This design comes from an exercise in tuning for small area on the open sky130 flow, not from production work.
Only simulation tests tie the RTL to the original design; equivalence was not proved.

== v6 ==
==> flow/design.v <==
module reverse (
    input  wire clk,
    input  wire rst_n,
    input  wire uart_rx,
    output wire uart_tx
);
    localparam [7:0] C_END   = 8'hff;
    localparam [7:0] C_BIT   = 8'ha0;
    localparam [7:0] C_SHORT = 8'ha8;
    reg s1, s2;
    always @(posedge clk) begin
        s1 <= uart_rx;
        s2 <= s1;
    end
    reg [6:0] p;
    always @(posedge clk or negedge rst_n)
        if (!rst_n) p <= 7'd1;
        else        p <= p + 7'd1;
    reg       run;     
    reg [5:0] j;       
    reg [7:0] c;       
    reg       tx;
    wire       m   = j[5];
    wire [4:0] idx = j[4:0] ^ {5{m}};
    wire [6:0] t0  = {idx[3:1], 3'b000, idx[0]};
    wire match = (p == t0);
    wire go   = !run && match && (m || !s2);
    wire tick = run && (c == C_END);
    wire [4:0] u    = p[4:0] - t0[4:0];
    wire       last = (u[4:1] == 4'd2);               
    wire       high = (u == 5'd26) || (u == 5'd4);    
    wire       skip = (u == 5'd11) || (u == 5'd5);    
    reg [127:0] ra, rb;
    wire we  = tick && !m && !skip;
    wire tap = idx[4] ? rb[84] : ra[84];
    always @(posedge clk) begin
        ra <= {ra[126:0], (we && !idx[4]) ? s2 : ra[127]};
        rb <= {rb[126:0], (we &&  idx[4]) ? s2 : rb[127]};
    end
    always @(posedge clk) begin
        c <= {c[6:0], c[7] ^ c[5] ^ c[4] ^ c[3]};
        if (go)
            c <= m ? C_BIT : C_SHORT;
        else if (tick)
            c <= C_BIT;
    end
    always @(posedge clk or negedge rst_n) begin
        if (!rst_n) begin
            run <= 1'b0;
            j   <= 6'd0;
            tx  <= 1'b1;
        end else if (go) begin
            run <= 1'b1;
            if (m) tx <= 1'b0;
        end else if (tick) begin
            if (m) tx <= high | tap;
            if (last) begin
                j   <= j + 6'd1;
                run <= 1'b0;
            end
        end
    end
    assign uart_tx = tx;
endmodule
==> flow/config.mk <==
export PLATFORM = sky130hd
export DESIGN_NAME = reverse
export DESIGN_NICKNAME = reverse
export VERILOG_FILES = /design/flow/design.v
export SDC_FILE = /design/flow/constraint.sdc
export NUM_CORES = 4
export LEC_CHECK = 0
export ABC_AREA = 0
export CAP_MARGIN = 20
export CORE_MARGIN = 2
export CORE_UTILIZATION = 70
export CTS_BUF_LIST = sky130_fd_sc_hd__clkbuf_8
export CTS_CLUSTER_DIAMETER = 50
export CTS_CLUSTER_SIZE = 16
export SLEW_MARGIN = 20
==> flow/constraint.sdc <==
create_clock -name core_clock -period 37.0 [get_ports {clk}]
set_input_delay 7.4000 -clock core_clock [delete_from_list [all_inputs] [get_ports {clk}]]
set_output_delay 7.4000 -clock core_clock [all_outputs]
set_load 0.01 [all_outputs]
standard.sh (not shown) runs the stock make flow with config.mk's settings and CLKGATE_MAP_FILE= SYNTH_SCRIPT=/design/flow/synth_recipe.tcl, a recipe that flattens the netlist after the stock synthesis.
==> flow/flow/run.sh <==
#!/bin/bash
# Standard ORFS layout (standard.sh), with these changes:
# - after the standard synthesis, the combinational logic between the
#   registers is re-mapped by ABC with an area-oriented script (remap.ys);
#   every register instance is kept as the standard synthesis made it (same
#   name, same cell), only the gates between them change;
# - clock tree: flip-flops clustered 20 to a clkbuf_8, no dummy loads;
# - the port buffers are buf_1 cells.
# Each tool's output goes to a log file of its own in this folder.
set -euo pipefail
W=$(pwd)
LIB=$FLOW_HOME/platforms/$FLOW_PLATFORM/lib/sky130_fd_sc_hd__tt_025C_1v80.lib
R=$W/orfs/results/$FLOW_PLATFORM/reverse/base
STD_ARGS=(
  "CTS_ARGS=-sink_clustering_enable -repair_clock_nets -sink_clustering_size 20 -sink_clustering_max_diameter 50 -buf_list {sky130_fd_sc_hd__clkbuf_4 sky130_fd_sc_hd__clkbuf_8} -dont_use_dummy_load"
  "BUFFER_PORTS_ARGS=-buffer_cell sky130_fd_sc_hd__buf_1"
)

bash standard.sh synth > $W/std_synth.log 2>&1

cp $R/1_2_yosys.v $W/remap_in.v
DU=$(grep -o 'cell ("sky130_fd_sc_hd__\(lpflow\|probe\)[^"]*")' $LIB | sed 's/cell ("\(.*\)")/-dont_use \1/' | tr '\n' ' ')
sed -e "s|@LIB@|$LIB|g" -e "s|@DU@|$DU|g" -e "s|@IN@|$W/remap_in.v|g" -e "s|@OUT@|$W/remap_out.v|g" \
    flow/remap.ys > $W/remap.ys
yosys -s $W/remap.ys > $W/remap.log 2>&1

# the registers must be the same instances as before
grep -E '^\s*sky130_fd_sc_hd__(df|edf|sdf|dl)\S* ' $W/remap_in.v | sort > $W/regs_in.txt
grep -E '^\s*sky130_fd_sc_hd__(df|edf|sdf|dl)\S* ' $W/remap_out.v | sort > $W/regs_out.txt
cmp $W/regs_in.txt $W/regs_out.txt

cp $W/remap_out.v $R/1_2_yosys.v
bash standard.sh "${STD_ARGS[@]}" finish > $W/std_finish.log 2>&1
Other scripts of this flow, unchanged in this note and not shown: flow/flow/remap.ys
The inputs of v7 differ from those of v6 as listed below.
==> flow/design.v <==
module reverse (
    input  wire clk,
    input  wire rst_n,
    input  wire uart_rx,
    output wire uart_tx
);
    localparam [7:0] C_END   = 8'hff;
    localparam [7:0] C_BIT   = 8'ha0;
    localparam [7:0] C_SHORT = 8'ha8;
    reg s1, s2;
    always @(posedge clk) begin
        s1 <= uart_rx;
        s2 <= s1;
    end
    reg [6:0] p;
    always @(posedge clk or negedge rst_n)
        if (!rst_n) p <= 7'd1;
        else        p <= p + 7'd1;
    reg       run;     
    reg [5:0] j;       
    reg [3:0] n;       
    reg [7:0] c;       
    reg       tx;
    wire       m   = j[5];
    wire [4:0] idx = j[4:0] ^ {5{m}};
    wire match = (p[6:4] == idx[3:1]) && (p[3:1] == 3'd0) && (p[0] == idx[0]);
    wire go   = !run && match && (m || !s2);
    wire tick = run && (c == C_END);
    wire last = n[3] & n[0];   
    reg [127:0] ra, rb;
    wire we  = tick && !m && (n != 4'd0) && !last;
    wire tap = idx[4] ? rb[84] : ra[84];
    always @(posedge clk) begin
        ra <= {ra[126:0], (we && !idx[4]) ? s2 : ra[127]};
        rb <= {rb[126:0], (we &&  idx[4]) ? s2 : rb[127]};
    end
    always @(posedge clk) begin
        c <= {c[6:0], c[7] ^ c[5] ^ c[4] ^ c[3]};
        if (go) begin
            n <= 4'd0;
            c <= m ? C_BIT : C_SHORT;
        end else if (tick) begin
            n <= n + 4'd1;
            c <= C_BIT;
        end
    end
    always @(posedge clk or negedge rst_n) begin
        if (!rst_n) begin
            run <= 1'b0;
            j   <= 6'd0;
            tx  <= 1'b1;
        end else if (go) begin
            run <= 1'b1;
            if (m) tx <= 1'b0;
        end else if (tick) begin
            if (m) tx <= n[3] | tap;
            if (last) begin
                j   <= j + 6'd1;
                run <= 1'b0;
            end
        end
    end
    assign uart_tx = tx;
endmodule
[summary]
| synthesis-to-layout area growth | v6 vs v7 | ≈ equal |
Comparing worst path arrival time for v6 and v7, the bigger number came from v6.
Compared with v6, v7 ends up with a larger final cell area.
Compared with v6, clock sink total in v7 increased slightly.
Sum of met3 wire segment lengths after detailed routing was lower in the run labelled v7.
Routed wire length of v7 exceeds that of v6 by more than 10%.
Of v6 and v7, the lower met3 global-route usage belongs to v7.
[compare] base=v6 new=v7: slack of the worst reg-to-reg path went up 0.27 ns; flip-flop and latch count higher; wire length on met1 increased 6.2%; time the final worst path needs with I/O delays and setup decreased by 0.056 ns relative to the old numbers; hold slack went down.
Comparing v6 and v7, the lower placed instance count is on v6.

## separate check: timing with driven ports
The results above use ideal ports. As a check the final layouts listed here were re-extracted and re-timed, cells and wires unchanged.
Step 1 assumes that a clkbuf_16 drives the clock port and a buf_2 every other input.
Step 2 adds t to the input delays and takes it off the output delays; t is the mean of the earliest and latest rising clock arrival at the registers after step 1. Input paths then give back, and output paths get back, about the clock's delay inside the block.
Slacks: ideal / step 1 / step 2; pairs: ideal / step 1.
run | t, ns | slack for setup (ns) | clock arrival spread, ns
v6 | 0.491 | 28.449 / 28.418 / 28.909 | 0.039 / 0.039
v7 | 0.494 | 28.506 / 28.474 / 28.967 | 0.077 / 0.077
After both steps every run listed still meets setup and hold.
